From an optimization exercise on the open Yosys and OpenROAD flow, aimed at small area and a short achievable clock period; shortcuts taken in it are not production practice.
Where RTL was checked, it was by simulation tests only, not by an equivalence proof against the original.
For runs 4 to 7, only the layout was checked, not whether the RTL still works.
Power is estimated from default activity; no workload was simulated.

--- run.sh ---
#!/bin/bash
# synth_recipe.tcl (not shown) runs the flow's synth.tcl, then flattens the netlist and writes it again
# the make line also repeats each setting of config.mk as NAME=value (left out here)
make -C /OpenROAD-flow-scripts/flow DESIGN_CONFIG=/design/flow/config.mk WORK_HOME=/design/flow/orfs CLKGATE_MAP_FILE= SYNTH_SCRIPT=/design/flow/synth_recipe.tcl finish
--- config.mk ---
export PLATFORM = sky130hd
export DESIGN_NAME = ADDER_TREE
export DESIGN_NICKNAME = ADDER_TREE
export VERILOG_FILES = /design/flow/design.v
export SDC_FILE = /design/flow/constraint.sdc
export NUM_CORES = 4
export LEC_CHECK = 0
export CAP_MARGIN = 20
export CORE_MARGIN = 2
export CORE_UTILIZATION = 40
export SLEW_MARGIN = 20
--- constraint.sdc ---
create_clock -name core_clock -period 4.0 [get_ports {clk}]
set_input_delay 0.8000 -clock core_clock [delete_from_list [all_inputs] [get_ports {clk}]]
set_output_delay 0.8000 -clock core_clock [all_outputs]
set_load 0.01 [all_outputs]
--- design.v ---
 module ADDER_TREE#(parameter DATA_IN_WIDTH = 8,DATA_OUT_WIDTH = 16)
							(clk,rst_n,ena,data_in1,data_in2,data_out,done,	pipe
							);
 input clk,rst_n,ena;
 input [DATA_IN_WIDTH - 1:0] data_in1,data_in2;
 output [DATA_OUT_WIDTH:0] data_out;
 output done;
 reg signed done;
 reg signed [DATA_OUT_WIDTH:0] data_out;
output [6:0] pipe;
reg signed [6:0] pipe;
wire data_in2_b0,data_in2_b1,data_in2_b2,data_in2_b3,data_in2_b4,data_in2_b5,data_in2_b6,data_in2_b7;
wire [DATA_IN_WIDTH - 1:0] M_wire0,M_wire1,M_wire2,M_wire3,M_wire4,M_wire5,M_wire6,M_wire7;
reg signed  [DATA_IN_WIDTH - 1:0] M_reg0,M_reg1,M_reg2,M_reg3,M_reg4,M_reg5,M_reg6,M_reg7;
reg signed  [DATA_IN_WIDTH:0] M_reg_ls1_0,M_reg_ls1_1,M_reg_ls1_2,M_reg_ls1_3,M_reg_ls1_4,M_reg_ls1_5,M_reg_ls1_6,M_reg_ls1_7;
reg signed  [DATA_IN_WIDTH + 1:0] Adder_reg1_0,Adder_reg1_1,Adder_reg1_2,Adder_reg1_3;
reg signed  [DATA_IN_WIDTH + 3:0] Adder_reg1_ls2_0,Adder_reg1_ls2_1,Adder_reg1_ls2_2,Adder_reg1_ls2_3,Adder_reg2_0,Adder_reg2_1;
reg signed  [DATA_IN_WIDTH + DATA_IN_WIDTH - 1:0] Adder_reg2_ls4_0,Adder_reg2_ls4_1;
reg signed  [DATA_IN_WIDTH + DATA_IN_WIDTH - 1:0] Adder_reg3_1;
assign data_in2_b0 = data_in2[0];
assign data_in2_b1 = data_in2[1];
assign data_in2_b2 = data_in2[2];
assign data_in2_b3 = data_in2[3];
assign data_in2_b4 = data_in2[4];
assign data_in2_b5 = data_in2[5];
assign data_in2_b6 = data_in2[6];
assign data_in2_b7 = data_in2[7];
assign M_wire0 = data_in2_b0 ? data_in1 : 0;
assign M_wire1 = data_in2_b1 ? data_in1 : 0;
assign M_wire2 = data_in2_b2 ? data_in1 : 0;
assign M_wire3 = data_in2_b3 ? data_in1 : 0;
assign M_wire4 = data_in2_b4 ? data_in1 : 0;
assign M_wire5 = data_in2_b5 ? data_in1 : 0;
assign M_wire6 = data_in2_b6 ? data_in1 : 0;
assign M_wire7 = data_in2_b7 ? data_in1 : 0;
always @(posedge clk or negedge rst_n)
  begin
    if(!rst_n)
	   begin
		   M_reg0 <= 0;
			M_reg1 <= 0;
			M_reg2 <= 0;
			M_reg3 <= 0;
			M_reg4 <= 0;
			M_reg5 <= 0;
			M_reg6 <= 0;
			M_reg7 <= 0;
			pipe[0] <= 0;
		end
	 else
	   begin
		  if(ena)
		    begin
			   M_reg0 <= M_wire0;
				M_reg1 <= M_wire1;
				M_reg2 <= M_wire2;
				M_reg3 <= M_wire3;
				M_reg4 <= M_wire4;
				M_reg5 <= M_wire5;
				M_reg6 <= M_wire6;
				M_reg7 <= M_wire7;
				pipe[0] <= 1;
			 end
		end
  end
always @(posedge clk or negedge rst_n)
  begin
    if(!rst_n)
	   begin
		   M_reg_ls1_0 <= 0;
			M_reg_ls1_1 <= 0;
			M_reg_ls1_2 <= 0;
			M_reg_ls1_3 <= 0;
			M_reg_ls1_4 <= 0;
			M_reg_ls1_5 <= 0;
			M_reg_ls1_6 <= 0;
			M_reg_ls1_7 <= 0;
			pipe[1] <= 0;
		end
	 else
	   begin
		  if(pipe[0])
		    begin
			   M_reg_ls1_0 <= M_reg0;
				M_reg_ls1_1 <= {M_reg1[7:0],1'b0};
				M_reg_ls1_2 <= M_reg2;
				M_reg_ls1_3 <= {M_reg3[7:0],1'b0};
				M_reg_ls1_4 <= M_reg4;
				M_reg_ls1_5 <= {M_reg5[7:0],1'b0};
				M_reg_ls1_6 <= M_reg6;
				M_reg_ls1_7 <= {M_reg7[7:0],1'b0};
				pipe[1] <= 1;
			 end
		end
  end
always @(posedge clk or negedge rst_n)
  begin
    if(!rst_n)
	   begin
		   Adder_reg1_0 <= 0;
			Adder_reg1_1 <= 0;
			Adder_reg1_2 <= 0;
			Adder_reg1_3 <= 0;
			pipe[2] <= 0;
		end
	 else
	   begin
		  if(pipe[1])
		    begin
			   Adder_reg1_0 <= M_reg_ls1_0 + M_reg_ls1_1;
				Adder_reg1_1 <= M_reg_ls1_2 + M_reg_ls1_3;
				Adder_reg1_2 <= M_reg_ls1_4 + M_reg_ls1_5;
				Adder_reg1_3 <= M_reg_ls1_6 + M_reg_ls1_7;
				pipe[2] <= 1;
			 end
		end
  end
always @(posedge clk or negedge rst_n)
  begin
    if(!rst_n)
	   begin
		   Adder_reg1_ls2_0 <= 0;
			Adder_reg1_ls2_1 <= 0;
			Adder_reg1_ls2_2 <= 0;
			Adder_reg1_ls2_3 <= 0;
			pipe[3] <= 0;
		end
	 else
	   begin
		  if(pipe[2])
		    begin
			   Adder_reg1_ls2_0 <= Adder_reg1_0;
				Adder_reg1_ls2_1 <= {Adder_reg1_1[9:0],2'b0};
				Adder_reg1_ls2_2 <= Adder_reg1_2;
				Adder_reg1_ls2_3 <= {Adder_reg1_3[9:0],2'b0};
				pipe[3] <= 1;
			 end
		end
  end
 always @(posedge clk or negedge rst_n)
  begin
    if(!rst_n)
	   begin
		   Adder_reg2_0 <= 0;
			Adder_reg2_1 <= 0;
			pipe[4] <= 0;
		end
	 else
	   begin
		  if(pipe[3])
		    begin
			   Adder_reg2_0 <= Adder_reg1_ls2_0 + Adder_reg1_ls2_1;
				Adder_reg2_1 <= Adder_reg1_ls2_2 + Adder_reg1_ls2_3;
				pipe[4] <= 1;
			 end
		end
  end
  always @(posedge clk or negedge rst_n)
  begin
    if(!rst_n)
	   begin
		   Adder_reg2_ls4_0 <= 0;
		   Adder_reg2_ls4_1 <= 0;
			pipe[5] <= 0;
		end
	 else
	   begin
		  if(pipe[4])
		    begin
				Adder_reg2_ls4_0 <= Adder_reg2_0;
				Adder_reg2_ls4_1 <= {Adder_reg2_1[11:0],4'b0};
				pipe[5] <= 1;
			 end
		end
  end
 always @(posedge clk or negedge rst_n)
  begin
    if(!rst_n)
	   begin
		   Adder_reg3_1 <= 0;
			pipe[6] <= 0;
		end
	 else
	   begin
		  if(pipe[5])
		    begin
			   Adder_reg3_1 <= Adder_reg2_ls4_0 + Adder_reg2_ls4_1;
				pipe[6] <= 1;
			 end
		end
  end
always @(posedge clk or negedge rst_n)
  begin
    if(!rst_n)
	   begin
		  data_out <= 0;
		  done <= 0; 
		end
	 else
	   begin
		  if(pipe[6])
		    begin
			  data_out <= Adder_reg3_1;
			  done <= 1'b1;
			 end
		end
  end
 endmodule 
==> impl_metrics.csv, run 1 <==
group,metric,value,unit
power,clkPwrFrac,0.332,
clock_tree,post_cts_resized,0,
floorplan,core_area,33400,sq um
synth,synth_area,13500,sq um
floorplan,num_rows,67,
critical_path,worst_path_largest_cell_delay,1.01,ns
clock_tree,cts_root_buffer,"clkbuf_16",
floorplan,num_io_pins,44,
floorplan,die_area,35300,sq um
critical_path,slowest_stage,"dfrtp_1",
power,power,9.36,mW
final_layout,regArea,7410,sq um
timing,finalSetupViolCount,0,
grt,grt_max_degree,96,
synth,yosysTopAreaCell,"dfrtp_1",
timing,final_min_period_over_clock_period,0.756,
synth,syn_inst,1124,
clock_tree,cts_tree,"done",
synth,yosys.area.top_type_share,0.548,
clock_tree,cts_buffers,34,
synth,synth_nets,1211,
grt,overflow,0,
clock_tree,htree_num_levels,2,
power,swShare,0.284,
final_layout,nets,1239,
critical_path,cp_cell_sequence,"clkdlybuf4s50_1",
clock_tree,cts_sinks,296,
place,io_buffers,43,
synth,ys_dominant_reg_cell,"dfrtp_1",
detailed_routing,firstDrtPassIters,6,
detailed_routing,wl_per_cell,15.4,um
place,dp_hpwl,16900,um
synth,synth.area.top_cells,"dfrtp_1, mux2_2, ha_1",
run_status,status,"finished clean",
final_layout,layout-drive-gt1-share,0.241,
synth,async_reset_ff_frac,1.00,
critical_path,critical-path-top-delay-family,"flip-flops",
critical_path,critical_path_arrival,2.22,ns
floorplan,die_y,188,um
critical_path,crit_type,"register to output port",
place,routabilityCongestion,0.773,
final_layout,multi_input_area,5570,sq um
critical_path,start_kind,"register",
critical_path,r2r_slack,1.76,ns
synth,ys_types,50,
detailed_routing,drt-initial-drc-count,351,
power,cellInternalPower,6.71,mW
power,ir_worst_vdd,350,uV
clock_tree,clock_latency,0.51,ns
timing,slew_violations,0,
timing,max_freq,331,MHz
run,maxCapViolCount,0,
critical_path,critPathBufInv,1,
timing,relSlewSlack,0.322,
critical_path,required,3.20,ns
critical_path,cp_max_fo,27,
power,p_leak,7.06,nW
floorplan,start_util,0.404,
grt,antenna_found_initial,0,
grt,grt.total_usage,0.147,
clock_tree,ctsHoldBuffers,0,
detailed_routing,drc,0,
final_layout,layout_common_cells,"dfrtp_1, mux2_2, o21ai_0",
synth,synth_edf_count,0,
final_layout,area_delta_synth_final,14.6,%
power,p_per_area,604,nW/um^2
detailed_routing,vias,8130,
timing,worst_slew_pin_slew,1.02,ns
critical_path,rr_startpoint,"M_reg_ls1_4[1]",
timing,hold_viol_final,0,
final_layout,diodes,0,
worst_hold_path,hp-class,"primary input to asynchronous set/reset pin",
clock_tree,clk_pin_slew,0.06,ns
critical_path,end_kind,"output port",
synth,ys_warn_count,1,
detailed_routing,via_per_inst,5.01,
floorplan,die_w,188,um
final_layout,nFillCells,3048,
critical_path,reg2reg_to,"Adder_reg1_2[7]",
power,p_comb_frac,0.243,
timing,grt_setup_unrepaired,"no",
synth,syn_area_per_cell,12.0,sq um
clock_tree,post_cts_buffers,0,
power,power_frac_seq,0.425,
final_layout,final_common_cell,"dfrtp_1",
detailed_routing,wl,25000,um
critical_path,reg2reg_depth,7,
detailed_routing,ant_nets,0,
synth,synth_seq_area_share,0.548,
power,p_sw,2.66,mW
grt,grt_pass1_vias,8303,
synth,ys_ff_latch,296,
timing,period_needed,3.02,ns
timing,finalClockSkew,0.0142,ns
timing,tns,0,ns
clock_tree,cts_buffer_depth,3,
grt,grt_pass1_wl,42900,um
==> cell families after synthesis <==
kind of cell             Yosys count  synth area share
flip-flops                       296             0.548
AO/OA/AOI/OAI                    216            0.0994
multiplexers                     188             0.157
AND/OR/NAND/NOR                  186            0.0685
buffers and inverters            138            0.0399
adder cells (fa/ha/maj)           68            0.0668
XOR/XNOR                          32            0.0207
==> sequential cells by signal (all words and copies together), names as in the netlist, 10 cells and up <==
| signal | cells |
|---|---|
| Adder_reg1_ls2_1 | 10 |
| Adder_reg2_ls4_0 | 12 |
| Adder_reg3_1 | 16 |
| Adder_reg1_2 | 10 |
| Adder_reg1_3 | 10 |
| Adder_reg1_1 | 10 |
| Adder_reg1_0 | 10 |
| Adder_reg2_1 | 12 |
| data_out | 16 |
| Adder_reg1_ls2_0 | 10 |
| Adder_reg1_ls2_3 | 10 |
| Adder_reg1_ls2_2 | 10 |
| Adder_reg2_0 | 12 |
| Adder_reg2_ls4_1 | 12 |
==> cells in the mapped netlist, drive strengths merged, types with 10 or more instances <==
cell type	n
a211oi	14
a21o	16
a21oi	39
buf	22
clkbuf	38
dfrtp	296
ha	61
inv	78
mux2	188
nand2	27
nand3	67
nor2	39
nor2b	13
nor3	10
o21ai	103
xnor2	24
==> how the worst max path moves through the flow <==
stage,cells past startpoint,to,startpoint
3_5_place_dp,1,pipe[4],pipe[4]
4_1_cts,1,pipe[2],pipe[2]
2_1_floorplan,7,Adder_reg1_1[7],M_reg_ls1_2[1]
3_3_place_gp,1,pipe[4],pipe[4]
6_report,1,pipe[4],pipe[4]
5_1_grt,1,pipe[4],pipe[4]
==> per-stage QoR <==
stage | hold slack [ns] | instances | utilization | cell area [sq um] | setup slack, ns
after floorplan | 0.443 | 1124 | - | 13500 | 1.93
after global placement | 0.456 | 1564 | 0.429 | 14400 | 1.47
after detailed placement | 0.466 | 1564 | 0.429 | 14400 | 1.47
after CTS | 0.336 | 1624 | 0.463 | 15500 | 0.931
after global routing | 0.362 | 1624 | 0.463 | 15500 | 0.844
final | 0.289 | 1624 | 0.463 | 15500 | 0.976
==> power groups by stage <==
stage	registers (mW)	clock network, mW	logic [mW]
2_1_floorplan	3.94	0	1.72
6_report	3.98	3.11	2.28
5_1_grt	4.07	3.33	2.56
3_3_place_gp	4.03	0	2.24
4_1_cts	4.00	3.21	2.30
3_5_place_dp	4.05	0	2.28
==> layout make-up <==
class,instances,area share
flip-flops and latches,296,0.478
multi-input cells,690,0.360
clock buffers,49,0.0651
well taps,448,0.0362
repair buffers,52,0.0339
inverters,78,0.0189
clock inverters,11,0.00791
==> metal layers <==
layer,vias up,wire length (um),GRT usage
li1,4018,-,-
met1,3966,12800,0.216
met2,108,10800,0.223
met3,38,957,0.0270
met4,0,495,0.0430
met5,-,0,0
==> run 2: changes to the inputs <==
==> design.v (replaced) <==
module ADDER_TREE #(parameter DATA_IN_WIDTH = 8, DATA_OUT_WIDTH = 16)
  (clk, rst_n, ena, data_in1, data_in2, data_out, done, pipe);
  input clk, rst_n, ena;
  input [DATA_IN_WIDTH - 1:0] data_in1, data_in2;
  output [DATA_OUT_WIDTH:0] data_out;
  output done;
  output [6:0] pipe;
  reg        done;
  reg [6:0]  pipe;
  reg [7:0]  a1, b1;
  reg [7:0]  a2;
  reg [3:0]  bh2;
  reg [11:0] x2;
  reg [15:0] p3, p4, p5, p6, p7;
  reg [15:0] p8;
  wire [11:0] x = {{4{a1[7]}}, a1} * {8'b0, b1[3:0]};
  wire [11:0] y = {{4{a2[7]}}, a2} * {8'b0, bh2};
  wire [15:0] p = {{4{x2[11]}}, x2} + {y, 4'b0};
  always @(posedge clk) begin
    if (ena) begin
      a1 <= data_in1;
      b1 <= data_in2;
    end
    a2  <= a1;
    bh2 <= b1[7:4];
    x2  <= x;
    p3  <= p;
    p4  <= p3;
    p5  <= p4;
    p6  <= p5;
    p7  <= p6;
  end
  always @(posedge clk or negedge rst_n) begin
    if (!rst_n) begin
      pipe <= 7'b0;
      done <= 1'b0;
      p8   <= 16'b0;
    end else begin
      pipe <= {pipe[5:0], pipe[0] | ena};
      done <= pipe[6];
      p8   <= pipe[6] ? p7 : 16'b0;
    end
  end
  assign data_out = {p8[15], p8};
endmodule
--- a/config.mk
+++ b/config.mk
@@ -5,7 +5,10 @@
 export SDC_FILE = /design/flow/constraint.sdc
 export NUM_CORES = 4
 export LEC_CHECK = 0
+export ABC_CLOCK_PERIOD_IN_PS = 2000
 export CAP_MARGIN = 20
 export CORE_MARGIN = 2
 export CORE_UTILIZATION = 40
+export CTS_BUF_LIST = sky130_fd_sc_hd__clkbuf_4 sky130_fd_sc_hd__clkbuf_8
+export SETUP_SLACK_MARGIN = 1.5
 export SLEW_MARGIN = 20
==> impl_metrics.csv, run 2 <==
group,metric,value,unit
final_layout,nFillCells,1269,
synth,yosys.area.top_type_share,0.345,
synth,async_reset_ff_frac,0.167,
synth,synth_area,6030,sq um
clock_tree,cts_sinks,144,
critical_path,critical-path-top-delay-family,"adder cells",
clock_tree,cts_root_buffer,"clkbuf_8",
critical_path,critPathBufInv,2,
detailed_routing,wl,9610,um
critical_path,critical_path_arrival,4.33,ns
detailed_routing,vias,3580,
synth,ys_dominant_reg_cell,"dfxtp_1",
critical_path,cp_cell_sequence,"and2_4 > ha_4 > inv_2 > fa_1 > fa_1 > inv_2 > ha_4 > a21o_1 > a21oi_2 > o21ai_2 > nor2_1 > xnor2_1 > ha_1 > nand2_1 > a211oi_2 > o41ai_2 > a32oi_1 > xnor3_1",
grt,grt_pass1_vias,3619,
detailed_routing,highest_layer,"met4",
run_status,failed_checks,"negative setup slack",
final_layout,diodes,0,
timing,finalSetupViolCount,1,
place,dp_worst_setup_slack,-0.0135,ns
detailed_routing,ant_nets,0,
critical_path,r2r_slack,-0.01,ns
timing,finalClockSkew,0.00557,ns
floorplan,core_area,14600,sq um
detailed_routing,firstDrtPassIters,4,
synth,syn_area_per_cell,12.0,sq um
critical_path,end_kind,"register",
clock_tree,clk_pin_slew,0.08,ns
critical_path,crit_type,"register to register",
power,cellInternalPower,3.95,mW
power,ir_worst_vdd,341,uV
detailed_routing,drc,0,
clock_tree,ctsHoldBuffers,0,
timing,layout_setup_ws,-0.0148,ns
detailed_routing,wl_met1,4230,um
synth,synth_edf_count,16,
timing,max_freq,249,MHz
synth,synth_nets,608,
power,p_sw,1.94,mW
floorplan,start_util,0.412,
detailed_routing,wl_per_cell,12.1,um
critical_path,start_kind,"register",
clock_tree,cts_tree,"done",
run_status,status,"failed layout checks",
synth,ys_types,39,
timing,tns,-0.0148,ns
floorplan,die_w,127,um
timing,relSlewSlack,0.485,
timing,hold_slack,0.318,ns
power,p_leak,3.43,nW
grt,overflow,0,
power,swShare,0.329,
timing,period_needed,4.01,ns
grt,grt.total_usage,0.125,
synth,ys_warn_count,1,
synth,synth_seq_area_share,0.524,
grt,grt_pass1_wl,15800,um
synth,synth.area.top_cells,"dfxtp_1, ha_1, fa_1",
clock_tree,cts_buffers,17,
run,maxCapViolCount,0,
critical_path,required,4.31,ns
synth,syn_inst,502,
timing,worst_slew_pin_slew,0.770,ns
final_layout,area_delta_synth_final,30.5,%
power,p_comb_frac,0.447,
clock_tree,cts_buffer_depth,2,
timing,grt_setup_unrepaired,"yes",
synth,yosysTopAreaCell,"dfxtp_1",
final_layout,fin_cells,797,
critical_path,worst_path_largest_cell_delay,0.52,ns
timing,final_min_period_over_clock_period,1.00,
floorplan,die_y,127,um
critical_path,slowest_stage,"fa_1",
floorplan,num_io_pins,44,
worst_hold_path,hp-class,"primary input to asynchronous set/reset pin",
place,placedInstanceArea,6840,sq um
grt,grt_max_degree,25,
place,dp_hpwl,6730,um
clock_tree,htree_num_levels,4,
detailed_routing,wl_met2,4830,um
place,routabilityCongestion,0.791,
synth,yosysMostFrequentCell,"dfxtp_1",
power,clkPwrFrac,0.188,
power,p_per_area,748,nW/um^2
final_layout,nets,706,
detailed_routing,drt-initial-drc-count,121,
clock_tree,clock_latency,0.44,ns
timing,slew_violations,0,
timing,hold_viol_final,0,
critical_path,cp_max_fo,8,
grt,antenna_found_initial,0,
synth,synth_common_cells,"dfxtp_1, inv_1, and2_1, ha_1, fa_1",
place,io_buffers,43,
floorplan,die_area,16100,sq um
final_layout,final_area,7870,sq um
final_layout,layout-drive-gt1-share,0.250,
detailed_routing,via_per_inst,4.49,
place,placedCellCount,728,
power,power_frac_seq,0.365,
final_layout,final_common_cell,"dfxtp_1",
floorplan,num_rows,44,
detailed_routing,wl_met3,407,um
synth,ys_ff_latch,144,
final_layout,layout_common_cells,"dfxtp_1, inv_1, and2_1",
==> run 2: power by group through the flow <==
stage | combinational [mW] | clock (mW) | sequential (mW)
after detailed placement | 2.10 | 0 | 2.19
after CTS | 2.35 | 1.14 | 2.16
after global placement | 2.06 | 0 | 2.17
after floorplan | 1.58 | 0 | 2.18
after global routing | 2.90 | 1.21 | 2.21
final | 2.63 | 1.10 | 2.15
==> run 2: area by class of cell <==
type                            count  area [sq um]  area share
Inverter                           66           248      0.0315
Multi-Input combinational cell    290          3080       0.391
Tap cell                          184           230      0.0293
Sequential cell                   144          3170       0.403
Timing Repair Buffer               81           744      0.0946
Clock buffer                       18           248      0.0315
Clock inverter                     14           150      0.0191
==> run 2: through the flow <==
| step | util | total power, mW |
|---|---|---|
| floorplan | - | 3.76 |
| finish | 0.537 | 5.89 |
| global placement | 0.467 | 4.23 |
| global route | 0.537 | 6.32 |
| detailed placement | 0.467 | 4.29 |
| CTS | 0.511 | 5.65 |
==> run 2: worst reg2reg max path, stage by stage, from the launching register on <==
cell	delay, ns
dfxtp_4	0.37
and2_4	0.15
ha_4	0.25
inv_2	0.03
fa_1	0.45
fa_1	0.52
inv_2	0.05
ha_4	0.22
a21o_1	0.19
a21oi_2	0.17
o21ai_2	0.09
nor2_1	0.11
xnor2_1	0.09
ha_1	0.32
nand2_1	0.07
a211oi_2	0.22
o41ai_2	0.12
a32oi_1	0.23
xnor3_1	0.25
==> run 2: worst paths after layout <==
check / from / cells after the start / to
max: bh2[2] / 18 / p3[15]
min: rst_n / 1 / p8[7]
max reg2reg: bh2[2] / 18 / p3[15]
min reg2reg: p5[4] / 0 / p6[4]
max in group asynchronous: rst_n / 1 / pipe[6]
min in group core_clock: p5[4] / 0 / p6[4]
==> run 2: kinds of logic after synthesis <==
kind of cell	count (synthesis)	synth area share
DFF	144	0.524
and+or+nand+nor	124	0.109
adders and majority gates	87	0.222
buffers and inverters	68	0.0429
AOI/OAI and AO/OA	47	0.0535
xor gates and xnor gates	31	0.0473
muxes	1	0.00166
==> run 2: timing repair <==
action                                  in CTS  in global routing
endpoints found under the setup margin      18                 17
setup buffers                               19                 18
pin swaps                                   24                 36
resized for setup                           25                 49
==> run 2: metal layers <==
metal / GRT usage / vias up
li1: - / 1804
met1: 0.142 / 1696
met2: 0.217 / 68
met3: 0.0456 / 12
met4: 0.0427 / 0
met5: 0 / -
==> run 3: changes to the inputs <==
==> config.mk (replaced) <==
export PLATFORM = sky130hd
export DESIGN_NAME = ADDER_TREE
export DESIGN_NICKNAME = ADDER_TREE
export VERILOG_FILES = /design/flow/design.v
export SDC_FILE = /design/flow/constraint.sdc
export NUM_CORES = 4
export LEC_CHECK = 0
export CAP_MARGIN = 20
export CORE_MARGIN = 2
export CORE_UTILIZATION = 40
export SLEW_MARGIN = 20
==> impl_metrics.csv, run 3 <==
group,metric,value,unit
power,p_sw,1.76,mW
final_layout,post-route-util,0.514,
synth,yosysTopAreaCell,"dfxtp_1",
synth,ys_ff_latch,144,
timing,layout_setup_ws,0.0687,ns
clock_tree,cts_sinks,144,
critical_path,cp_max_fo,8,
critical_path,required,4.29,ns
detailed_routing,drc,0,
synth,synth.area.top_cells,"dfxtp_1, ha_1, fa_1",
power,power_frac_seq,0.360,
clock_tree,clk_pin_slew,0.06,ns
floorplan,die_y,127,um
place,dp_hpwl,6700,um
final_layout,final_area,7530,sq um
clock_tree,cts_root_buffer,"clkbuf_16",
critical_path,start_kind,"register",
run_status,status,"finished clean",
timing,finalSetupViolCount,0,
grt,grt_pass1_wl,16100,um
synth,synth_common_cells,"dfxtp_1, inv_1, and2_1, ha_1, fa_1",
place,io_buffers,43,
detailed_routing,via_per_inst,4.48,
detailed_routing,firstDrtPassIters,4,
power,cellInternalPower,4.22,mW
detailed_routing,wl,8910,um
synth,ys_dominant_reg_cell,"dfxtp_1",
power,clkPwrFrac,0.279,
timing,grt_setup_unrepaired,"yes",
clock_tree,cts_buffer_depth,2,
critical_path,reg2reg_to,"p3[15]",
run,maxCapViolCount,0,
final_layout,fin_cells,772,
critical_path,r2r_slack,0.07,ns
grt,grt.total_usage,0.126,
final_layout,nets,681,
place,routabilityCongestion,0.795,
synth,synth_area,6030,sq um
timing,slew_violations,0,
power,ir_worst_vdd,305,uV
final_layout,area_delta_synth_final,24.8,%
power,swShare,0.294,
critical_path,critical_path_arrival,4.22,ns
worst_hold_path,hp-class,"register to register",
place,placedInstanceArea,6730,sq um
critical_path,cp_cell_sequence,"and2_4 > ha_4 > inv_2 > fa_1 > fa_1 > inv_2 > ha_4 > a21o_1 > a21oi_2 > o21ai_2 > nor2_1 > xnor2_1 > ha_1 > nand2_1 > a211oi_2 > o41ai_2 > a32oi_1 > xnor3_1",
critical_path,reg2reg_depth,18,
synth,synth_nets,608,
timing,hold_viol_final,0,
timing,finalClockSkew,0.00598,ns
clock_tree,cts_buffers,17,
timing,period_needed,3.93,ns
synth,yosys.area.top_type_share,0.345,
grt,grt_pass1_vias,3558,
timing,hold_slack,0.319,ns
grt,grt_max_degree,25,
synth,synth_seq_area_share,0.524,
floorplan,core_area,14600,sq um
critical_path,crit_type,"register to register",
grt,antenna_found_initial,0,
synth,yosysMostFrequentCell,"dfxtp_1",
clock_tree,ctsHoldBuffers,0,
power,p_leak,3.36,nW
synth,syn_inst,502,
timing,tns,0,ns
detailed_routing,vias,3460,
critical_path,crit_start,"bh2[2]",
clock_tree,cts_tree,"done",
critical_path,slowest_stage,"fa_1",
detailed_routing,drt-initial-drc-count,109,
timing,worst_slew_pin_slew,0.792,ns
synth,ys_types,39,
synth,synth_edf_count,16,
critical_path,worst_path_largest_cell_delay,0.51,ns
floorplan,die_area,16100,sq um
clock_tree,htree_num_levels,4,
floorplan,num_rows,44,
timing,max_freq,254,MHz
floorplan,start_util,0.412,
critical_path,endpoint,"p3[15]",
clock_tree,clock_latency,0.41,ns
final_layout,layout_common_cells,"dfxtp_1, inv_1, and2_1",
power,p_per_area,793,nW/um^2
final_layout,diodes,0,
synth,syn_area_per_cell,12.0,sq um
synth,ys_warn_count,1,
place,dp_worst_setup_slack,-0.116,ns
critical_path,rr_startpoint,"bh2[2]",
timing,final_min_period_over_clock_period,0.983,
detailed_routing,wl_per_cell,11.5,um
floorplan,num_io_pins,44,
detailed_routing,ant_nets,0,
floorplan,die_w,127,um
grt,overflow,0,
final_layout,layout-drive-gt1-share,0.124,
final_layout,final_common_cell,"dfxtp_1",
timing,relSlewSlack,0.470,
power,power,5.98,mW
synth,async_reset_ff_frac,0.167,
critical_path,end_kind,"register",
power,p_comb_frac,0.361,
place,placedCellCount,730,
-- run 3: cell counts after synthesis --
Identical to the previous run, type by type.
-- run 3: how the worst min path moves through the flow --
stage,start,slack (ns),cells after the start,to
3_3_place_gp,p4[7],0.31,0,p5[7]
5_1_grt,p6[1],0.32,0,p7[1]
3_5_place_dp,x2[0],0.31,0,p3[0]
2_1_floorplan,x2[0],0.31,0,p3[0]
4_1_cts,p6[1],0.32,0,p7[1]
6_report,p6[1],0.32,0,p7[1]
-- run 3: final cells by class --
type	instances	area, sq um
tap	184	230
timing repair buffer	56	523
multi-input combinational	290	2720
fill	1275	7110
clock inverter	13	198
inverter	66	248
clock buffer	19	443
sequential	144	3170
-- run 3: worst max-delay path: cells and delay by family, from the launching register on --
family	cells	cell delay, ns
adder cells (fa/ha/maj)	5	1.76
AO/OA/AOI/OAI	6	0.95
flip-flops	1	0.36
AND/OR/NAND/NOR	3	0.33
XOR/XNOR	2	0.33
buffers and inverters	2	0.08
-- run 3: timing repair --
action | CTS | global route
setup endpoints to repair | 2 | 2
gates cloned | 0 | 0
gates resized for setup | 15 | 7
pin swaps | 22 | 20
setup buffers | 6 | 4
-- run 3: power groups by stage --
stage	Combinational [mW]	Sequential [mW]	Clock, mW
after floorplan	1.45	2.18	0
after global placement	1.95	2.17	0
after detailed placement	1.99	2.19	0
after CTS	2.10	2.16	1.72
after global routing	2.42	2.21	1.80
final	2.16	2.15	1.67
-- run 3: cells by family (layout without fill, tap and decap cells) --
kind of cell,count (synthesis),after routing,synth area share
xor gates and xnor gates,31,31,0.0473
DFF,144,144,0.524
muxes,1,1,0.00166
and+or+nand+nor,124,124,0.109
buffers and inverters,68,154,0.0429
adders and majority gates,87,87,0.222
AOI/OAI and AO/OA,47,47,0.0535
-- run 3: per-layer routing --
metal | up-vias | track usage | wire length [um]
li1 | 1753 | - | -
met1 | 1614 | 0.145 | 3930
met2 | 68 | 0.208 | 4330
met3 | 25 | 0.0506 | 384
met4 | 0 | 0.0582 | 259
met5 | - | 0 | 0
==> run 4: changes to the inputs <==
==> design.v (replaced) <==
module ADDER_TREE #(parameter DATA_IN_WIDTH = 8, DATA_OUT_WIDTH = 16)
  (clk, rst_n, ena, data_in1, data_in2, data_out, done, pipe);
  input clk, rst_n, ena;
  input [DATA_IN_WIDTH - 1:0] data_in1, data_in2;
  output [DATA_OUT_WIDTH:0] data_out;
  output done;
  output [6:0] pipe;
  reg        done;
  reg [6:0]  pipe;
  reg [7:0]  a1, b1;
  always @(posedge clk)
    if (ena) begin
      a1 <= data_in1;
      b1 <= data_in2;
    end
  wire [9:0] s2 = {{2{a1[7] & b1[0]}}, a1 & {8{b1[0]}}}
      + {{1{a1[7] & b1[1]}}, a1 & {8{b1[1]}}, 1'b0};
  reg  [9:0] x2;
  reg  [7:0] a2;
  reg  [7:2] b2;
  always @(posedge clk) begin
    x2 <= s2;
    a2 <= a1;
    b2 <= b1[7:2];
  end
  wire [11:0] s3 = {{2{x2[9]}}, x2}
      + {{2{a2[7] & b2[2]}}, a2 & {8{b2[2]}}, 2'b0}
      + {{1{a2[7] & b2[3]}}, a2 & {8{b2[3]}}, 3'b0};
  reg  [11:0] x3;
  reg  [7:0] a3;
  reg  [7:4] b3;
  always @(posedge clk) begin
    x3 <= s3;
    a3 <= a2;
    b3 <= b2[7:4];
  end
  wire [13:0] s4 = {{2{x3[11]}}, x3}
      + {{2{a3[7] & b3[4]}}, a3 & {8{b3[4]}}, 4'b0}
      + {{1{a3[7] & b3[5]}}, a3 & {8{b3[5]}}, 5'b0};
  reg  [13:0] x4;
  reg  [7:0] a4;
  reg  [7:6] b4;
  always @(posedge clk) begin
    x4 <= s4;
    a4 <= a3;
    b4 <= b3[7:6];
  end
  wire [15:0] s5 = {{2{x4[13]}}, x4}
      + {{2{a4[7] & b4[6]}}, a4 & {8{b4[6]}}, 6'b0}
      + {{1{a4[7] & b4[7]}}, a4 & {8{b4[7]}}, 7'b0};
  reg  [15:0] x5;
  always @(posedge clk) begin
    x5 <= s5;
  end
  reg  [15:0] x6;
  always @(posedge clk) x6 <= x5;
  reg  [15:0] x7;
  always @(posedge clk) x7 <= x6;
  reg [15:0] p8;
  always @(posedge clk or negedge rst_n) begin
    if (!rst_n) begin
      pipe <= 7'b0;
      done <= 1'b0;
      p8   <= 16'b0;
    end else begin
      pipe <= {pipe[5:0], pipe[0] | ena};
      done <= pipe[6];
      p8   <= x7 & {16{pipe[6]}};
    end
  end
  assign data_out = {p8[15], p8};
endmodule
--- a/config.mk
+++ b/config.mk
@@ -5,7 +5,10 @@
 export SDC_FILE = /design/flow/constraint.sdc
 export NUM_CORES = 4
 export LEC_CHECK = 0
+export ABC_CLOCK_PERIOD_IN_PS = 2000
 export CAP_MARGIN = 20
 export CORE_MARGIN = 2
 export CORE_UTILIZATION = 40
+export CTS_BUF_LIST = sky130_fd_sc_hd__clkbuf_4 sky130_fd_sc_hd__clkbuf_8
+export SETUP_SLACK_MARGIN = 1.5
 export SLEW_MARGIN = 20
==> impl_metrics.csv, run 4 <==
group,metric,value,unit
run_status,status,"finished clean",
synth,yosys.area.top_type_share,0.408,
critical_path,worst_path_largest_cell_delay,0.50,ns
grt,grt_pass1_vias,3464,
timing,slew_violations,0,
floorplan,core_area,14500,sq um
floorplan,die_area,15700,sq um
detailed_routing,wl_per_cell,12.0,um
final_layout,area_delta_synth_final,19.1,%
synth,async_reset_ff_frac,0.150,
synth,synth_seq_area_share,0.592,
clock_tree,clock_latency,0.43,ns
timing,hold_slack,0.327,ns
floorplan,die_y,125,um
synth,synth.area.top_cells,"dfxtp_1, dfrtp_1, fa_1",
synth,ys_warn_count,1,
critical_path,slowest_stage,"fa_1",
place,dp_worst_setup_slack,1.39,ns
critical_path,critical-path-top-delay-family,"adder cells",
power,p_per_area,732,nW/um^2
timing,period_needed,2.37,ns
timing,worst_slew_pin_slew,0.833,ns
critical_path,critical_path_arrival,2.74,ns
synth,syn_area_per_cell,13.1,sq um
run,maxCapViolCount,0,
timing,layout_setup_ws,1.63,ns
critical_path,cp_max_fo,8,
place,routabilityCongestion,0.806,
timing,relSlewSlack,0.443,
clock_tree,clk_pin_slew,0.08,ns
synth,synth_common_cells,"dfxtp_1, and2_1, ha_1, fa_1, dfrtp_1",
grt,antenna_found_initial,0,
timing,final_min_period_over_clock_period,0.592,
power,ir_worst_vdd,274,uV
synth,synth_area,5890,sq um
final_layout,diodes,0,
timing,max_freq,422,MHz
floorplan,start_util,0.406,
final_layout,nFillCells,1298,
clock_tree,htree_num_levels,4,
critical_path,required,4.37,ns
grt,overflow,0,
synth,ys_types,41,
synth,synth_edf_count,16,
detailed_routing,via_per_inst,4.68,
final_layout,layout-drive-gt1-share,0.0956,
timing,hold_viol_final,0,
synth,yosysTopAreaCell,"dfxtp_1",
grt,grt_max_degree,25,
synth,syn_inst,449,
timing,grt_setup_unrepaired,"yes",
critical_path,critPathBufInv,1,
floorplan,num_io_pins,44,
clock_tree,cts_buffers,17,
detailed_routing,drc,0,
power,p_leak,2.98,nW
floorplan,die_w,125,um
critical_path,end_kind,"register",
timing,finalSetupViolCount,0,
grt,grt_pass1_wl,14800,um
clock_tree,cts_sinks,160,
detailed_routing,drt-initial-drc-count,149,
timing,finalClockSkew,0.00935,ns
grt,grt_use_met1,0.122,
critical_path,cp_cell_sequence,"nand2_1 > fa_1 > inv_1 > ha_1 > fa_1 > nand3_1 > nand2_1 > a221oi_2 > xnor2_1",
synth,synth_nets,531,
clock_tree,cts_buffer_depth,2,
power,power,5.13,mW
timing,tns,0,ns
final_layout,nets,592,
worst_hold_path,hp-class,"primary input to asynchronous set/reset pin",
detailed_routing,wl,8460,um
detailed_routing,firstDrtPassIters,4,
clock_tree,cts_root_buffer,"clkbuf_8",
final_layout,layout_common_cells,"dfxtp_1, and2_1, clkdlybuf4s50_1",
synth,yosysMostFrequentCell,"dfxtp_1",
critical_path,start_kind,"register",
grt,grt.busiest_layer,"met2",
grt,use_met3,0.0458,
final_layout,final_common_cell,"dfxtp_1",
clock_tree,cts_tree,"done",
grt,use_met2,0.212,
synth,ys_dominant_reg_cell,"dfxtp_1",
grt,grt.total_usage,0.119,
floorplan,num_rows,44,
place,dp_hpwl,6400,um
critical_path,crit_type,"register to register",
detailed_routing,vias,3309,
clock_tree,ctsHoldBuffers,0,
synth,ys_ff_latch,160,
detailed_routing,ant_nets,0,
place,io_buffers,43,
==> run 4: where the power goes <==
group	leakage (nW)	total, mW	internal (mW)	switching [mW]
Combinational	1.33	1.59	0.797	0.792
Clock	0.224	1.26	0.715	0.548
Sequential	1.43	2.28	2.12	0.161
==> run 4: repair_timing <==
| item | in CTS | in global routing |
|---|---|---|
| endpoints found under the setup margin | 5 | 7 |
| pin swaps | 0 | 3 |
| resized for setup | 7 | 8 |
| setup buffers | 0 | 1 |
| cloned | 0 | 0 |
==> run 4: final cells by class <==
class                           count  area [sq um]  share of cell area
Tap cell                          184           230              0.0328
Clock buffer                       19           262              0.0373
Inverter                           15          56.3             0.00803
Sequential cell                   160          3500               0.499
Clock inverter                     13           183              0.0261
Multi-Input combinational cell    272          2350               0.335
Timing Repair Buffer               44           433              0.0618
==> run 4: path summary, 6_finish.rpt <==
kind                         from      end  slack [ns]  cells after the start
setup / recovery            b3[4]   x4[13]        1.63                      9
hold / removal              rst_n    p8[4]        0.33                      1
setup reg to reg            b3[4]   x4[13]        1.63                      9
hold reg to reg            x5[12]   x6[12]        0.33                      0
max in group asynchronous   rst_n  pipe[6]        3.29                      1
min in group core_clock    x5[12]   x6[12]        0.33                      0
==> run 4: logic make-up (layout without fill, tap and decap cells) <==
group / after synthesis / after routing / share of synthesized area
adders and majority gates: 63 / 63 / 0.170
xor gates and xnor gates: 23 / 23 / 0.0342
and+or+nand+nor: 125 / 125 / 0.121
DFF: 160 / 160 / 0.592
buffers and inverters: 17 / 91 / 0.0115
muxes: 3 / 3 / 0.00510
AOI/OAI and AO/OA: 58 / 58 / 0.0670
==> run 4: worst register-to-register path, delay by kind of cell, from the launching register on <==
| kind | cells | cell delay, ns |
|---|---|---|
| buf+inv | 1 | 0.04 |
| simple gates | 3 | 0.32 |
| compound gates | 1 | 0.29 |
| fa+ha+maj | 3 | 1.14 |
| flops | 1 | 0.38 |
| xor+xnor | 1 | 0.14 |
==> run 4: per-stage QoR <==
stage / area [sq um] / instances / utilization
floorplan: 5890 / 449 / -
global placement: 6540 / 674 / 0.451
detailed placement: 6540 / 674 / 0.451
CTS: 6990 / 706 / 0.483
global route: 7010 / 707 / 0.484
finish: 7010 / 707 / 0.484
==> run 4: per-layer routing <==
metal / vias up / part of all wire / wire length, um
met3: 14 / 0.045 / 380
met2: 62 / 0.53 / 4450
met1: 1596 / 0.41 / 3460
met5: - / 0 / 0
met4: 0 / 0.019 / 163
li1: 1637 / - / -
==> run 5: changes to the inputs <==
==> design.v (replaced) <==
module ADDER_TREE #(parameter DATA_IN_WIDTH = 8, DATA_OUT_WIDTH = 16)
  (clk, rst_n, ena, data_in1, data_in2, data_out, done, pipe);
  input clk, rst_n, ena;
  input [DATA_IN_WIDTH - 1:0] data_in1, data_in2;
  output [DATA_OUT_WIDTH:0] data_out;
  output done;
  output [6:0] pipe;
  reg        done;
  reg [6:0]  pipe;
  function [8:0] bpp;
    input [7:0] a;
    input [2:0] bits;    
    reg one, two;
    begin
      one = bits[1] ^ bits[0];
      two = (bits[2] & ~bits[1] & ~bits[0]) | (~bits[2] & bits[1] & bits[0]);
      bpp = (({9{one}} & {a[7], a}) | ({9{two}} & {a, 1'b0})) ^ {9{bits[2]}};
    end
  endfunction
  reg [7:0] a1, b1;
  always @(posedge clk)
    if (ena) begin
      a1 <= data_in1;
      b1 <= data_in2;
    end
  wire [8:0]  pp0 = bpp(a1, {b1[1:0], 1'b0});
  wire [8:0]  pp1 = bpp(a1, b1[3:1]);
  wire [11:0] s2  = {{3{pp0[8]}}, pp0} + {{1{pp1[8]}}, pp1, 1'b0, b1[1]};
  reg  [11:0] x2;
  reg  [7:0]  a2;
  reg  [7:3]  b2;
  always @(posedge clk) begin
    x2 <= s2;
    a2 <= a1;
    b2 <= b1[7:3];
  end
  wire [8:0]  pp2 = bpp(a2, b2[5:3]);
  wire [13:0] s3  = {{2{x2[11]}}, x2} + {{{1{pp2[8]}}, pp2, 1'b0, b2[3]}, 2'b0};
  reg  [13:0] x3;
  reg  [7:0]  a3;
  reg  [7:5]  b3;
  always @(posedge clk) begin
    x3 <= s3;
    a3 <= a2;
    b3 <= b2[7:5];
  end
  wire [8:0]  pp3 = bpp(a3, b3[7:5]);
  wire [15:0] s4  = {{2{x3[13]}}, x3} + {{{1{pp3[8]}}, pp3, 1'b0, b3[5]}, 4'b0};
  reg  [15:0] x4;
  reg  [7:0]  a4;
  reg         b4;
  always @(posedge clk) begin
    x4 <= s4;
    a4 <= a3;
    b4 <= b3[7];
  end
  wire [15:0] s5 = x4 + {a4 & {8{b4}}, 1'b0, b4, 6'b0};
  reg  [15:0] x5, x6, x7;
  always @(posedge clk) begin
    x5 <= s5;
    x6 <= x5;
    x7 <= x6;
  end
  reg [15:0] p8;
  always @(posedge clk or negedge rst_n) begin
    if (!rst_n) begin
      pipe <= 7'b0;
      done <= 1'b0;
      p8   <= 16'b0;
    end else begin
      pipe <= {pipe[5:0], pipe[0] | ena};
      done <= pipe[6];
      p8   <= x7 & {16{pipe[6]}};
    end
  end
  assign data_out = {p8[15], p8};
endmodule
--- a/config.mk
+++ b/config.mk
@@ -5,10 +5,8 @@
 export SDC_FILE = /design/flow/constraint.sdc
 export NUM_CORES = 4
 export LEC_CHECK = 0
-export ABC_CLOCK_PERIOD_IN_PS = 2000
 export CAP_MARGIN = 20
 export CORE_MARGIN = 2
 export CORE_UTILIZATION = 40
 export CTS_BUF_LIST = sky130_fd_sc_hd__clkbuf_4 sky130_fd_sc_hd__clkbuf_8
-export SETUP_SLACK_MARGIN = 1.5
 export SLEW_MARGIN = 20
==> impl_metrics.csv, run 5 <==
group,metric,value,unit
run_status,status,"finished clean",
place,dp_worst_setup_slack,1.03,ns
detailed_routing,firstDrtPassIters,4,
synth,yosysTopAreaCell,"dfxtp_1",
timing,slew_violations,0,
synth,syn_area_per_cell,10.2,sq um
final_layout,layout-drive-gt1-share,0.0708,
detailed_routing,wl_met1,5220,um
critical_path,reg2reg_to,"x2[10]",
floorplan,die_w,134,um
critical_path,reg2reg_depth,9,
final_layout,area_delta_synth_final,14.6,%
grt,grt_pass1_vias,4393,
synth,ys_dominant_reg_cell,"dfxtp_1",
critical_path,end_kind,"register",
clock_tree,cts_buffer_depth,2,
floorplan,num_io_pins,44,
timing,layout_setup_ws,0.993,ns
timing,finalClockSkew,0.0169,ns
clock_tree,clk_pin_slew,0.09,ns
clock_tree,cts_tree,"done",
detailed_routing,highest_layer,"met4",
clock_tree,cts_root_buffer,"clkbuf_8",
timing,final_min_period_over_clock_period,0.752,
timing,max_freq,333,MHz
clock_tree,cts_sinks,163,
timing,relSlewSlack,0.294,
synth,ys_types,56,
floorplan,die_area,18000,sq um
power,p_leak,3.18,nW
final_layout,final_common_cell,"dfxtp_1",
floorplan,num_rows,47,
clock_tree,cts_buffers,17,
critical_path,critical_path_arrival,3.32,ns
detailed_routing,drt-initial-drc-count,295,
timing,grt_setup_unrepaired,"no",
synth,ys_ff_latch,163,
floorplan,core_area,16600,sq um
run,maxCapViolCount,0,
timing,period_needed,3.01,ns
timing,worst_slew_pin_slew,1.06,ns
clock_tree,htree_num_levels,4,
clock_tree,ctsHoldBuffers,0,
synth,synth_area,6770,sq um
final_layout,diodes,0,
synth,synth.area.top_cells,"dfxtp_1, dfrtp_1, ha_1",
grt,overflow,0,
critical_path,start_kind,"register",
synth,yosysMostFrequentCell,"dfxtp_1",
synth,synth_seq_area_share,0.524,
place,placedCellCount,894,
floorplan,start_util,0.408,
grt,grt_pass1_wl,20300,um
timing,finalSetupViolCount,0,
detailed_routing,wl_met3,446,um
place,dp_hpwl,8740,um
timing,hold_viol_final,0,
critical_path,required,4.31,ns
detailed_routing,via_per_inst,5.05,
synth,synth_common_cells,"dfxtp_1, nand2_1, a21oi_1, o21ai_0, ha_1",
grt,antenna_found_initial,0,
detailed_routing,drc,0,
critical_path,crit_type,"register to register",
detailed_routing,ant_nets,0,
critical_path,rr_startpoint,"b1[1]",
grt,grt.total_usage,0.141,
detailed_routing,wl_met2,6040,um
clock_tree,clock_latency,0.45,ns
worst_hold_path,hp-class,"primary input to asynchronous set/reset pin",
critical_path,r2r_slack,0.99,ns
synth,yosys.area.top_type_share,0.364,
detailed_routing,wl,12000,um
clock_tree,post_cts_buffers,0,
synth,ys_warn_count,1,
place,io_buffers,43,
place,routabilityCongestion,0.794,
power,p_per_area,708,nW/um^2
power,power,5.49,mW
final_layout,fin_cells,926,
critical_path,cp_max_fo,25,
synth,synth_nets,724,
final_layout,nets,754,
clock_tree,post_cts_resized,0,
final_layout,nFillCells,1578,
synth,synth_edf_count,16,
grt,grt_max_degree,39,
synth,syn_inst,663,
floorplan,die_y,134,um
detailed_routing,wl_per_cell,12.9,um
timing,tns,0,ns
final_layout,layout_common_cells,"dfxtp_1, nand2_1, a21oi_1",
detailed_routing,vias,4676,
power,ir_worst_vdd,350,uV
synth,async_reset_ff_frac,0.147,
run 5: cell count changes in the layout (fill, tap and decap cells not counted), moves of 6 or more:
cell     before  now
fa_1         26    0
a21o_1        6   14
a21oi_1      18   53
ha_1         35   42
xor2_1        9   15
dfxtp_1     114  122
and2_1       74   23
o21ai_0       6   48
o22ai_1       0   20
nor2_1        6   34
nand2_1      23   71
maj3_1        0   23
xnor2_1      14   32
nor2b_1       2    8
run 5: worst max-delay path by stage:
stage / from / to / cells after the start
2_1_floorplan: b1[1] / x2[8] / 10
3_3_place_gp: b1[2] / x2[8] / 9
3_5_place_dp: b1[2] / x2[8] / 9
4_1_cts: b1[2] / x2[8] / 9
5_1_grt: b1[2] / x2[8] / 9
6_report: b1[1] / x2[10] / 9
run 5: area by class of cell:
cell class	instances	area, sq um	share of cell area
Inverter	13	48.8	0.00630
Clock inverter	13	160	0.0207
Sequential cell	163	3540	0.457
Tap cell	220	275	0.0355
Clock buffer	19	255	0.0329
Timing Repair Buffer	45	440	0.0568
Multi-Input combinational cell	453	3030	0.390
run 5: critical path, stage by stage, from the launching register on:
cell	delay, ns
edfxtp_1	0.66
buf_4	0.34
maj3_1	0.36
o22ai_1	0.15
a21oi_1	0.06
ha_1	0.40
a21o_1	0.22
a21o_1	0.20
a221oi_1	0.32
o311ai_1	0.15
run 5: per-layer routing:
layer / vias up / GRT usage
met4: 0 / 0.0626
met5: - / 0
met3: 23 / 0.0340
li1: 2381 / -
met1: 2179 / 0.163
met2: 93 / 0.249
run 5: cells by family (layout without fill, tap and decap cells):
| group | Yosys count | count (layout) | share of synthesized area |
|---|---|---|---|
| adder cells (fa/ha/maj) | 65 | 65 | 0.112 |
| XOR/XNOR | 47 | 47 | 0.0608 |
| flip-flops | 163 | 163 | 0.524 |
| multiplexers | 1 | 1 | 0.00148 |
| buffers and inverters | 47 | 90 | 0.0290 |
| AND/OR/NAND/NOR | 161 | 161 | 0.108 |
| AO/OA/AOI/OAI | 179 | 179 | 0.165 |
run 5: power breakdown:
group,internal [mW],switching [mW]
Clock,0.602,0.620
Sequential,2.24,0.229
Combinational,0.912,0.889
run 5: metrics by stage:
step / hold WS, ns / util / area, sq um
after floorplan: 0.310 / - / 6770
after global placement: 0.310 / 0.443 / 7340
after detailed placement: 0.312 / 0.443 / 7340
after CTS: 0.329 / 0.468 / 7750
after global routing: 0.323 / 0.467 / 7750
final: 0.325 / 0.467 / 7750
==> run 6: changes to the inputs <==
==> flow/run.sh (new file) <==
#!/bin/bash
# The standard layout (standard.sh), with plain buffers on the ports instead
# of the delay cells buffer_ports picks by default.
set -euo pipefail
export BUFFER_PORTS_ARGS="-buffer_cell sky130_fd_sc_hd__buf_2"
bash standard.sh > standard_make.log 2>&1
==> standard.sh (new file) <==
#!/bin/bash
# synth_recipe.tcl (not shown) runs the flow's synth.tcl, then flattens the netlist and writes it again
# the make line also repeats each setting of config.mk as NAME=value (left out here)
make -C /OpenROAD-flow-scripts/flow DESIGN_CONFIG=/design/flow/config.mk WORK_HOME=/design/flow/orfs CLKGATE_MAP_FILE= SYNTH_SCRIPT=/design/flow/synth_recipe.tcl "${@:-finish}"
removed: run.sh
==> impl_metrics.csv, run 6 <==
group,metric,value,unit
critical_path,critPathBufInv,1,
run,maxCapViolCount,0,
critical_path,required,4.33,ns
floorplan,num_io_pins,44,
timing,hold_viol_final,0,
clock_tree,cts_root_buffer,"clkbuf_8",
floorplan,die_area,18000,sq um
synth,syn_area_per_cell,10.2,sq um
detailed_routing,drc,0,
critical_path,worst_path_largest_cell_delay,0.96,ns
detailed_routing,ant_nets,0,
run_status,status,"finished clean",
synth,yosys.area.top_type_share,0.364,
clock_tree,htree_num_levels,4,
final_layout,layout-drive-gt1-share,0.129,
synth,synth_edf_count,16,
critical_path,crit_type,"register to register",
synth,synth.area.top_cells,"dfxtp_1, dfrtp_1, ha_1",
synth,ys_types,56,
power,clkPwrFrac,0.226,
timing,tns,0,ns
power,power,5.36,mW
critical_path,end_kind,"register",
place,routabilityCongestion,0.788,
timing,hold_slack,0.306,ns
critical_path,critical-path-top-delay-family,"flip-flops",
grt,overflow,0,
detailed_routing,wl_per_cell,12.7,um
timing,grt_setup_unrepaired,"no",
floorplan,die_w,134,um
floorplan,start_util,0.408,
clock_tree,ctsHoldBuffers,0,
timing,worst_slew_pin_slew,1.07,ns
timing,max_freq,319,MHz
place,io_buffers,43,
place,placedInstanceArea,7120,sq um
synth,synth_simple_gate_area_frac,0.108,
detailed_routing,drt-initial-drc-count,196,
synth,async_reset_ff_frac,0.147,
synth,yosysTopAreaCell,"dfxtp_1",
critical_path,start_kind,"register",
clock_tree,cts_tree,"done",
grt,grt_pass1_vias,4468,
clock_tree,cts_buffers,17,
grt,antenna_found_initial,0,
clock_tree,clock_latency,0.45,ns
final_layout,area_delta_synth_final,11.2,%
detailed_routing,vias,4648,
floorplan,die_y,134,um
synth,syn_inst,663,
grt,grt_pass1_wl,20400,um
final_layout,diodes,0,
final_layout,final_area,7520,sq um
synth,muxShareOfSynthArea,0.00148,
floorplan,num_rows,47,
clock_tree,post_cts_buffers,0,
grt,grt.total_usage,0.142,
critical_path,cp_max_fo,26,
clock_tree,cts_sinks,163,
power,p_sw,1.72,mW
clock_tree,cts_buffer_depth,2,
timing,relSlewSlack,0.288,
final_layout,final_common_cell,"dfxtp_1",
final_layout,nets,753,
power,swShare,0.321,
synth,ys_warn_count,1,
synth,synth_nets,724,
grt,grt_max_degree,39,
timing,final_min_period_over_clock_period,0.783,
power,power_frac_seq,0.458,
detailed_routing,wl,11700,um
synth,synthAdderAreaFrac,0.112,
final_layout,layout_common_cells,"dfxtp_1, nand2_1, a21oi_1",
synth,synth_top_family_by_area,"compound AO/OA/AOI/OAI gates",
floorplan,core_area,16600,sq um
detailed_routing,via_per_inst,5.02,
power,p_comb_frac,0.316,
critical_path,cp_cell_sequence,"buf_4 > xnor2_1 > a21oi_1 > ha_1 > a211o_1 > a21oi_2 > nor2b_1 > o41a_1 > xor2_1",
timing,period_needed,3.13,ns
power,ir_worst_vdd,345,uV
synth,synth_xor_area_frac,0.0608,
synth,synth_area,6770,sq um
power,p_per_area,713,nW/um^2
worst_hold_path,hp-class,"primary input to asynchronous set/reset pin",
power,cellInternalPower,3.64,mW
synth,synth_compound_area_frac,0.165,
critical_path,slowest_stage,"edfxtp_1",
final_layout,nFillCells,1581,
critical_path,critical_path_arrival,3.46,ns
synth,synth_seq_area_share,0.524,
synth,ys_ff_latch,163,
detailed_routing,firstDrtPassIters,5,
power,p_leak,3.15,nW
timing,finalClockSkew,0.0139,ns
clock_tree,post_cts_resized,0,
timing,finalSetupViolCount,0,
clock_tree,clk_pin_slew,0.09,ns
synth,yosysMostFrequentCell,"dfxtp_1",
place,dp_hpwl,8480,um
timing,slew_violations,0,
synth,synth_common_cells,"dfxtp_1, nand2_1, a21oi_1, o21ai_0, ha_1",
synth,ys_dominant_reg_cell,"dfxtp_1",
==> run 6: cell count changes in the layout (fill, tap and decap cells not counted) <==
cell             before  now
clkdlybuf4s50_1      42    0
clkinv_2              0    1
buf_2                 1   43
buf_4                 2    1
inv_6                 5    4
clkbuf_8             18   17
clkinv_4              1    2
==> run 6: power groups by stage <==
stage	registers, mW	clock network [mW]	logic (mW)
6_report	2.46	1.21	1.69
5_1_grt	2.53	1.34	1.93
4_1_cts	2.46	1.27	1.70
3_5_place_dp	2.50	0	1.69
3_3_place_gp	2.49	0	1.66
2_1_floorplan	2.44	0	1.37
==> run 6: worst reg2reg max path, delay by kind of cell (launching register included) <==
kind / cells / cell delay (ns)
xor gates and xnor gates: 2 / 0.31
AOI/OAI and AO/OA: 4 / 0.92
buffers and inverters: 1 / 0.36
adders and majority gates: 1 / 0.40
and+or+nand+nor: 1 / 0.07
DFF: 1 / 0.96
==> run 6: stage by stage <==
step | worst slack [ns] | util | std cells
after detailed placement | 0.931 | 0.429 | 893
after global placement | 1.03 | 0.429 | 893
after floorplan | 1.51 | - | 663
after global routing | 0.696 | 0.454 | 925
after CTS | 0.899 | 0.454 | 925
final | 0.867 | 0.454 | 925
==> run 6: area by class of cell <==
cell class                 count  area, sq um  share of cell area
multi-input combinational    453         3030               0.402
clock inverter                14          165              0.0219
tap                          220          275              0.0366
sequential                   163         3540               0.471
timing repair buffer          44          223              0.0296
inverter                      13         48.8             0.00648
clock buffer                  18          241              0.0321
==> run 6: metal layers <==
| layer | track usage | vias to the layer above | wire length (um) |
|---|---|---|---|
| met5 | 0 | - | 0 |
| met4 | 0.0550 | 0 | 170 |
| met3 | 0.0457 | 12 | 487 |
| met2 | 0.244 | 91 | 5830 |
| met1 | 0.165 | 2162 | 5250 |
| li1 | - | 2383 | - |
==> run 6: cells by family (layout without fill, tap and decap cells) <==
family,count (synthesis),in the layout
fa+ha+maj,65,65
simple gates,161,161
buf+inv,47,89
compound gates,179,179
mux,1,1
xor+xnor,47,47
flops,163,163
==> run 6: worst paths after layout <==
path | startpoint | to | slack (ns) | cells past startpoint
max | b1[1] | x2[8] | 0.87 | 9
min | rst_n | p8[2] | 0.31 | 1
max reg2reg | b1[1] | x2[8] | 0.87 | 9
min reg2reg | x6[2] | x7[2] | 0.32 | 0
max in group asynchronous | rst_n | p8[15] | 3.35 | 1
min in group core_clock | x6[2] | x7[2] | 0.32 | 0
==> run 7: changes to the inputs <==
--- a/config.mk
+++ b/config.mk
@@ -5,6 +5,7 @@
 export SDC_FILE = /design/flow/constraint.sdc
 export NUM_CORES = 4
 export LEC_CHECK = 0
+export ABC_CLOCK_PERIOD_IN_PS = 1500
 export CAP_MARGIN = 20
 export CORE_MARGIN = 2
 export CORE_UTILIZATION = 40
==> impl_metrics.csv, run 7 <==
group,metric,value,unit
final_layout,nFillCells,1581,
clock_tree,cts_root_buffer,"clkbuf_8",
worst_hold_path,hp-class,"primary input to asynchronous set/reset pin",
clock_tree,clk_pin_slew,0.09,ns
place,io_buffers,43,
detailed_routing,vias,4648,
final_layout,final_common_cell,"dfxtp_1",
place,dp_hpwl,8480,um
critical_path,crit_type,"register to register",
timing,finalSetupViolCount,0,
clock_tree,cts_tree,"done",
final_layout,nets,753,
timing,final_min_period_over_clock_period,0.783,
floorplan,die_area,18000,sq um
synth,syn_inst,663,
power,power,5.36,mW
synth,ys_ff_latch,163,
detailed_routing,firstDrtPassIters,5,
synth,synth.area.top_cells,"dfxtp_1, dfrtp_1, ha_1",
clock_tree,cts_buffer_depth,2,
synth,async_reset_ff_frac,0.147,
timing,slew_violations,0,
timing,tns,0,ns
floorplan,num_io_pins,44,
critical_path,start_kind,"register",
grt,grt.total_usage,0.142,
clock_tree,post_cts_buffers,0,
timing,layout_setup_ws,0.867,ns
synth,ys_dominant_reg_cell,"dfxtp_1",
run_status,status,"finished clean",
timing,period_needed,3.13,ns
place,routabilityCongestion,0.788,
power,p_leak,3.15,nW
clock_tree,clock_latency,0.45,ns
floorplan,start_util,0.408,
grt,grt_max_degree,39,
timing,finalClockSkew,0.0139,ns
grt,grt_pass1_vias,4468,
synth,ys_warn_count,1,
detailed_routing,wl,11700,um
floorplan,die_w,134,um
run,maxCapViolCount,0,
timing,worst_slew_pin_slew,1.07,ns
timing,relSlewSlack,0.288,
synth,yosysTopAreaCell,"dfxtp_1",
detailed_routing,drc,0,
floorplan,core_area,16600,sq um
final_layout,multi_input_area,3030,sq um
clock_tree,cts_sinks,163,
clock_tree,post_cts_resized,0,
clock_tree,htree_num_levels,4,
synth,synth_area,6770,sq um
synth,synth_seq_area_share,0.524,
synth,syn_area_per_cell,10.2,sq um
synth,yosys.area.top_type_share,0.364,
clock_tree,ctsHoldBuffers,0,
final_layout,layout-drive-gt1-share,0.129,
floorplan,num_rows,47,
grt,overflow,0,
final_layout,layout_common_cells,"dfxtp_1, nand2_1, a21oi_1",
grt,grt_pass1_wl,20400,um
detailed_routing,drt-initial-drc-count,196,
synth,yosysMostFrequentCell,"dfxtp_1",
power,ir_worst_vdd,345,uV
synth,ys_types,56,
final_layout,diodes,0,
detailed_routing,wl_per_cell,12.7,um
floorplan,die_y,134,um
clock_tree,cts_buffers,17,
critical_path,critical_path_arrival,3.46,ns
power,p_per_area,713,nW/um^2
timing,hold_viol_final,0,
final_layout,area_delta_synth_final,11.2,%
critical_path,required,4.33,ns
place,dp_worst_setup_slack,0.931,ns
critical_path,cp_max_fo,26,
timing,max_freq,319,MHz
grt,antenna_found_initial,0,
detailed_routing,ant_nets,0,
detailed_routing,via_per_inst,5.02,
timing,grt_setup_unrepaired,"no",
synth,synth_nets,724,
synth,synth_edf_count,16,
synth,synth_common_cells,"dfxtp_1, nand2_1, a21oi_1, o21ai_0, ha_1",
critical_path,end_kind,"register",
final_layout,regArea,3540,sq um
final_layout,post-route-util,0.454,
run 7: logic make-up (layout without fill, tap and decap cells):
kind of cell,count (synthesis),count (layout),synth area share
AOI/OAI and AO/OA,179,179,0.165
xor gates and xnor gates,47,47,0.0608
adders and majority gates,65,65,0.112
buffers and inverters,47,89,0.0290
DFF,163,163,0.524
muxes,1,1,0.00148
and+or+nand+nor,161,161,0.108
run 7: layout make-up:
type                       instances  area share
clock buffer                      18      0.0321
clock inverter                    14      0.0219
inverter                          13     0.00648
multi-input combinational        453       0.402
sequential                       163       0.471
tap                              220      0.0366
timing repair buffer              44      0.0296
run 7: layer usage:
layer  GRT usage  routed length (um)
met1       0.165                5250
met2       0.244                5830
met3      0.0457                 487
met4      0.0550                 170
met5           0                   0
run 7: worst max-delay path, cell delays in order, from the launching register on:
cell	delay [ns]
edfxtp_1	0.96
buf_4	0.36
xnor2_1	0.15
a21oi_1	0.09
ha_1	0.40
a211o_1	0.35
a21oi_2	0.15
nor2b_1	0.07
o41a_1	0.33
xor2_1	0.16
run 7: power by group:
part           internal (mW)  total (mW)  switching, mW
sequential              2.23        2.46          0.223
clock                  0.583        1.21          0.631
combinational          0.822        1.69          0.870
run 7: final timing paths:
| kind | cells past startpoint | startpoint | slack [ns] | end |
|---|---|---|---|---|
| max reg2reg | 9 | b1[1] | 0.87 | x2[8] |
| max | 9 | b1[1] | 0.87 | x2[8] |
| min reg2reg | 0 | x6[2] | 0.32 | x7[2] |
| max in group asynchronous | 1 | rst_n | 3.35 | p8[15] |
| min | 1 | rst_n | 0.31 | p8[2] |
| min in group core_clock | 0 | x6[2] | 0.32 | x7[2] |
run 7: stage by stage:
step,cells,hold slack (ns),area (sq um)
after floorplan,663,0.310,6770
after global placement,893,0.309,7120
after detailed placement,893,0.312,7120
after CTS,925,0.291,7520
after global routing,925,0.297,7520
final,925,0.306,7520

what the ideal ports hide:
The flow's constraints put no driver on any port. The routed layouts listed below were extracted and timed again, unchanged, in two steps.
Step 1 sets driving cells, clkbuf_16 on the clock port and buf_2 on the other inputs (assumed; they add their load-dependent delay and slew).
Step 2, shift: input delay + t, output delay - t, t = (earliest + latest rising clock arrival at the registers) / 2. This alone moves slack from input paths to output paths.
a / b / c = no drivers / after step 1 / after step 2; a / b = the first two.
| run | t (ns) | setup slack, ns | hold WS [ns] | latest minus earliest clock arrival (ns) | cell pins on the clock port's net |
|---|---|---|---|---|---|
| run 1 | 0.551 | 0.976 / 0.928 / 1.479 | 0.289 / 0.298 / 0.472 | 0.017 / 0.016 | 1 |
| run 2 | 0.471 | -0.015 / -0.015 / -0.015 | 0.318 / 0.304 / 0.325 | 0.010 / 0.009 | 1 |
| run 3 | 0.450 | 0.069 / 0.069 / 0.069 | 0.319 / 0.319 / 0.319 | 0.007 / 0.008 | 1 |
| run 4 | 0.463 | 1.630 / 1.617 / 1.630 | 0.327 / 0.323 / 0.327 | 0.010 / 0.009 | 1 |
| run 5 | 0.479 | 0.993 / 0.993 / 0.993 | 0.325 / 0.312 / 0.328 | 0.017 / 0.017 | 1 |
| run 6 | 0.481 | 0.867 / 0.867 / 0.867 | 0.306 / 0.292 / 0.321 | 0.014 / 0.014 | 1 |
| run 7 | 0.481 | 0.867 / 0.867 / 0.867 | 0.306 / 0.292 / 0.321 | 0.014 / 0.014 | 1 |
